This design comes from an exercise in tuning for small area, a short achievable clock period and few clock cycles on the open sky130 flow, not from production work.
Function was checked by simulation only, so behaviour that the tests miss may differ from the original.
Power figures rest on the tool's default switching activity, not on a simulated workload.

// m1
module m1(
input logic Clock,
input logic StartBit,
input logic Resetn,
input logic [15:0] ReadData,
output logic [15:0] WriteData,
output logic [17:0] SRAM_Address,
output logic Wen,
output logic StopBit
);
Size: roughly 2,300 cells after synthesis, about 55 I/O pins.
clock: 12.0 ns
lec_check: 0
cap_margin: 20
core_margin: 2
core_utilization: 40
slew_margin: 20
standard.sh (not shown) runs the stock make flow with config.mk's settings and CLKGATE_MAP_FILE= SYNTH_SCRIPT=/design/flow/synth_recipe.tcl, a recipe that flattens the netlist after the stock synthesis.
==> flow/flow/run.sh <==
#!/bin/bash
# Standard synthesis, then the standard layout with stronger port buffers
# and timing repair aimed below the design's clock period.
set -euo pipefail
bash standard.sh synth > synth.log 2>&1
bash standard.sh "BUFFER_PORTS_ARGS=-buffer_cell sky130_fd_sc_hd__buf_4" "SETUP_SLACK_MARGIN=8.0" finish > layout.log 2>&1
The starting point produced a clean layout.
Testbench counts at the start, summed over its fixed seeds: cycles 1,152,174.
Next try:
CTS_BUF_LIST = sky130_fd_sc_hd__clkbuf_16   (was unset)
CTS_CLUSTER_DIAMETER = 80   (was unset)
CTS_CLUSTER_SIZE = 18   (was unset)
After rerunning: The changed run ran to the end with no violations; clock skew went down by 22 ps; synthesized cell count stays the same; sequential power stays flat; design area went down by 3.2%; routed wire length went down by 1.2%.
Next try:
CORE_UTILIZATION = 65   (was 40)
PLACE_DENSITY = 0.75   (was unset)
After rerunning:
- final cell count came out lower by 10%
- utilization came out higher by 27 points
- wire length came out lower by 1.4%
- sequential power barely changes
- synthesized cell count stays the same
Next try:
CORE_UTILIZATION = 40   (was 65)
CTS_CLUSTER_DIAMETER = 100   (was 80)
CTS_CLUSTER_SIZE = 28   (was 18)
PLACE_DENSITY = unset   (was 0.75)
After rerunning: The changed run finished with timing, DRC and antenna clean. Synthesized cell count does not change. Sequential share of layout area goes down by 0.37 points. Sequential power is about the same. Total power goes down by a few percent.
Next try:
==> flow/run.sh (new file) <==
#!/bin/bash
# synth_recipe.tcl (not shown) runs the flow's synth.tcl, then flattens the netlist and writes it again
# the make line also repeats each setting of config.mk as NAME=value (left out here)
make -C /OpenROAD-flow-scripts/flow DESIGN_CONFIG=/design/flow/config.mk WORK_HOME=/design/flow/orfs CLKGATE_MAP_FILE= SYNTH_SCRIPT=/design/flow/synth_recipe.tcl finish
CTS_BUF_LIST = unset   (was sky130_fd_sc_hd__clkbuf_16)
CTS_CLUSTER_DIAMETER = unset   (was 100)
CTS_CLUSTER_SIZE = unset   (was 28)
removed: flow/flow/run.sh
removed: flow/standard.sh
What happened: The new run ran to the end with no violations. Die area stays the same. Sequential share of layout area shrinks by 1.3 points. Cell count grows slightly. Setup slack degrades by 210 ps. Power grows by a quarter to a third. Final area grows by a few percent. Global-route usage grows by 0.13 points. Maximum frequency shrinks by a few percent. Non-clock buffer count does not change. Via count hardly moves.
Next try:
==> flow/flow/run.sh (new file) <==
#!/bin/bash
# Standard synthesis, then the standard layout with stronger port buffers
# and timing repair aimed below the design's clock period.
set -euo pipefail
bash standard.sh synth > synth.log 2>&1
bash standard.sh "BUFFER_PORTS_ARGS=-buffer_cell sky130_fd_sc_hd__buf_4" "SETUP_SLACK_MARGIN=8.0" finish > layout.log 2>&1
==> flow/standard.sh (new file) <==
#!/bin/bash
# synth_recipe.tcl (not shown) runs the flow's synth.tcl, then flattens the netlist and writes it again
# the make line also repeats each setting of config.mk as NAME=value (left out here)
make -C /OpenROAD-flow-scripts/flow DESIGN_CONFIG=/design/flow/config.mk WORK_HOME=/design/flow/orfs CLKGATE_MAP_FILE= SYNTH_SCRIPT=/design/flow/synth_recipe.tcl "${@:-finish}"
CTS_BUF_LIST = sky130_fd_sc_hd__clkbuf_8   (was unset)
CTS_CLUSTER_DIAMETER = 60   (was unset)
CTS_CLUSTER_SIZE = 12   (was unset)
removed: flow/run.sh
Count of clock-buffer cells in the layout fell by 17.
Synthesized area does not change.
Core utilization fell by 1.4 points.
Setup slack is better by 190 ps.
Cell count barely changes.
Clock power fell by 36%.
Power fell by 18%.
Sequential cell count is unchanged.
Synthesized cell count is unchanged.

========
m1, a different RTL version from the one above (not shown whole).
Size: ~2,400 cells after synthesis, roughly 55 I/O pins, about 25,000 um^2 of cells after synthesis.
clock: 12.0 ns
lec_check: 0
cap_margin: 20
core_margin: 2
core_utilization: 40
cts_buf_list: sky130_fd_sc_hd__clkbuf_16
cts_cluster_diameter: 90
cts_cluster_size: 22
slew_margin: 20
==> flow/flow/run.sh <==
#!/bin/bash
# Standard synthesis, then the standard layout with stronger port buffers,
# a clock tree with a strong root buffer and larger sink clusters, and
# timing repair aimed below the design's clock period. Each make run's
# full output goes to its own log here; ORFS keeps per-step logs in orfs/logs.
set -euo pipefail
bash standard.sh synth > synth.log 2>&1
bash standard.sh "BUFFER_PORTS_ARGS=-buffer_cell sky130_fd_sc_hd__buf_4" "SETUP_SLACK_MARGIN=8.6" \
  "CTS_ARGS=-sink_clustering_enable -repair_clock_nets -buf_list sky130_fd_sc_hd__clkbuf_16 -root_buf sky130_fd_sc_hd__clkbuf_16 -sink_clustering_size 26 -sink_clustering_max_diameter 150" \
  finish > layout.log 2>&1
The starting point produced a clean layout.
Testbench counts at the start, summed over its fixed seeds: cycles 1,152,174.
Next try:
--- a/flow/flow/run.sh
+++ b/flow/flow/run.sh
@@ -7,3 +7,3 @@
 bash standard.sh synth > synth.log 2>&1
-bash standard.sh "BUFFER_PORTS_ARGS=-buffer_cell sky130_fd_sc_hd__buf_4" "SETUP_SLACK_MARGIN=8.6" \
+bash standard.sh "BUFFER_PORTS_ARGS=-buffer_cell sky130_fd_sc_hd__buf_4" "SETUP_SLACK_MARGIN=8.3" \
   "CTS_ARGS=-sink_clustering_enable -repair_clock_nets -buf_list sky130_fd_sc_hd__clkbuf_16 -root_buf sky130_fd_sc_hd__clkbuf_16 -sink_clustering_size 26 -sink_clustering_max_diameter 150" \
Outcome: The new run finished clean; power is about the same; first-iteration DRC count went down by 11%; synthesized cell count is unchanged; maximum frequency is lower by 1.1%; die area stays the same; sequential share of layout area increases by 0.45 points; design area shrinks by 1.6%.

========
Setup of the baseline:
Another version of the RTL of m1 (not shown whole).
Size in the first run: roughly 2300 cells after synthesis, about 420 flip-flops, about 0.024 mm^2 of cells after synthesis.
Design m1, start of the top module:
module m1(
input logic Clock,
input logic StartBit,
input logic Resetn,
input logic [15:0] ReadData,
output logic [15:0] WriteData,
output logic [17:0] SRAM_Address,
output logic Wen,
output logic StopBit
);
export LEC_CHECK = 0
export CAP_MARGIN = 20
export CORE_MARGIN = 2
export CORE_UTILIZATION = 70
export SLEW_MARGIN = 20
create_clock -name core_clock -period 12.0 [get_ports {Clock}]
==> flow/flow/run.sh <==
#!/bin/bash
# Standard synthesis, then the standard layout with stronger port buffers,
# a clock tree with a strong root buffer and larger sink clusters, and
# timing repair aimed below the design's clock period. Each make run's
# full output goes to its own log here; ORFS keeps per-step logs in orfs/logs.
set -euo pipefail
bash standard.sh synth > synth.log 2>&1
bash standard.sh "BUFFER_PORTS_ARGS=-buffer_cell sky130_fd_sc_hd__buf_4" "SETUP_SLACK_MARGIN=8.5" \
  "CTS_ARGS=-sink_clustering_enable -repair_clock_nets -buf_list sky130_fd_sc_hd__clkbuf_16 -root_buf sky130_fd_sc_hd__clkbuf_16 -sink_clustering_size 26 -sink_clustering_max_diameter 150" \
  finish > layout.log 2>&1
The baseline: all stages complete, timing, DRC and antenna checks passed
Testbench counts of the baseline, summed over its fixed seeds: cycles 1,152,168.
## Diff of input files: the candidate against the baseline
-- flow/config.mk --
<<< the baseline, line 8
export CAP_MARGIN = 20
export CORE_MARGIN = 2
export CORE_UTILIZATION = 70
export SLEW_MARGIN = 20
>>> the candidate, line 8
export CAP_MARGIN = 20
export CORE_MARGIN = 2
export CORE_UTILIZATION = 60
export SLEW_MARGIN = 20
Findings:
The candidate ended with every stage complete and zero timing, DRC or antenna violations. | chip height | the candidate vs the baseline | 15 um higher |. The baseline → the candidate: total wirelength of the detailed-routed design increased by about 1% relative to the old numbers, worst vdd rail ir drop increased by 0.0020 mV relative to the old numbers. In the tables for the baseline and the candidate, maximum frequency reads lower with the baseline. The baseline was smaller in final cell area than the candidate. The candidate vs the baseline: depth of the most critical reg-to-reg path down.

[static timing again, ports no longer ideal]
Ports are ideal in the flow. The routed layouts listed here were re-timed in OpenROAD. Step 1 assumes that a clkbuf_16 drives the clock port and a buf_2 every other input. Step 2 also shifts input and output timing later by t, the mid clock arrival at the registers, as if the neighbouring blocks saw the same clock. Three values: no drivers, after step 1, after step 2; two values: the first two.
| run | t (ns) | slack for setup (ns) | worst setup path at the end | slew at the worst register clock pin (ns) | pins driven straight from the clock port |
|---|---|---|---|---|---|
| the first run of note 1 | 0.646 | 8.213 / 8.213 / 8.213 | register to register | 0.07 / 0.07 | 1 |
| the second run of note 1 | 0.651 | 8.203 / 8.203 / 8.203 | register to register | 0.09 / 0.09 | 1 |
| the third run of note 1 | 0.629 | 8.172 / 8.172 / 8.172 | register to register | 0.08 / 0.08 | 1 |
| the fourth run of note 1 | 0.629 | 8.219 / 8.219 / 8.219 | register to register | 0.11 / 0.11 | 1 |
| the fifth run of note 1 | 0.631 | 8.008 / 7.945 / 8.072 | register to register | 0.07 / 0.07 | 1 |
| the sixth run of note 1 | 0.676 | 8.199 / 8.199 / 8.199 | register to register | 0.09 / 0.09 | 1 |
| the first run of note 2 | 0.621 | 8.415 / 8.357 / 8.617 | register to register | 0.11 / 0.11 | 1 |
| the second run of note 2 | 0.619 | 8.377 / 8.319 / 8.491 | register to register | 0.11 / 0.11 | 1 |
| the baseline | 0.589 | 8.465 / 8.409 / 8.435 | input to register | 0.11 / 0.11 | 1 |
| the candidate | 0.593 | 8.491 / 8.434 / 8.468 | input to register | 0.11 / 0.11 | 1 |
After both steps every run listed still meets setup and hold. The setup slack of the baseline, which loses most, moves by -0.056 ns with the drivers and by -0.030 ns with both steps.
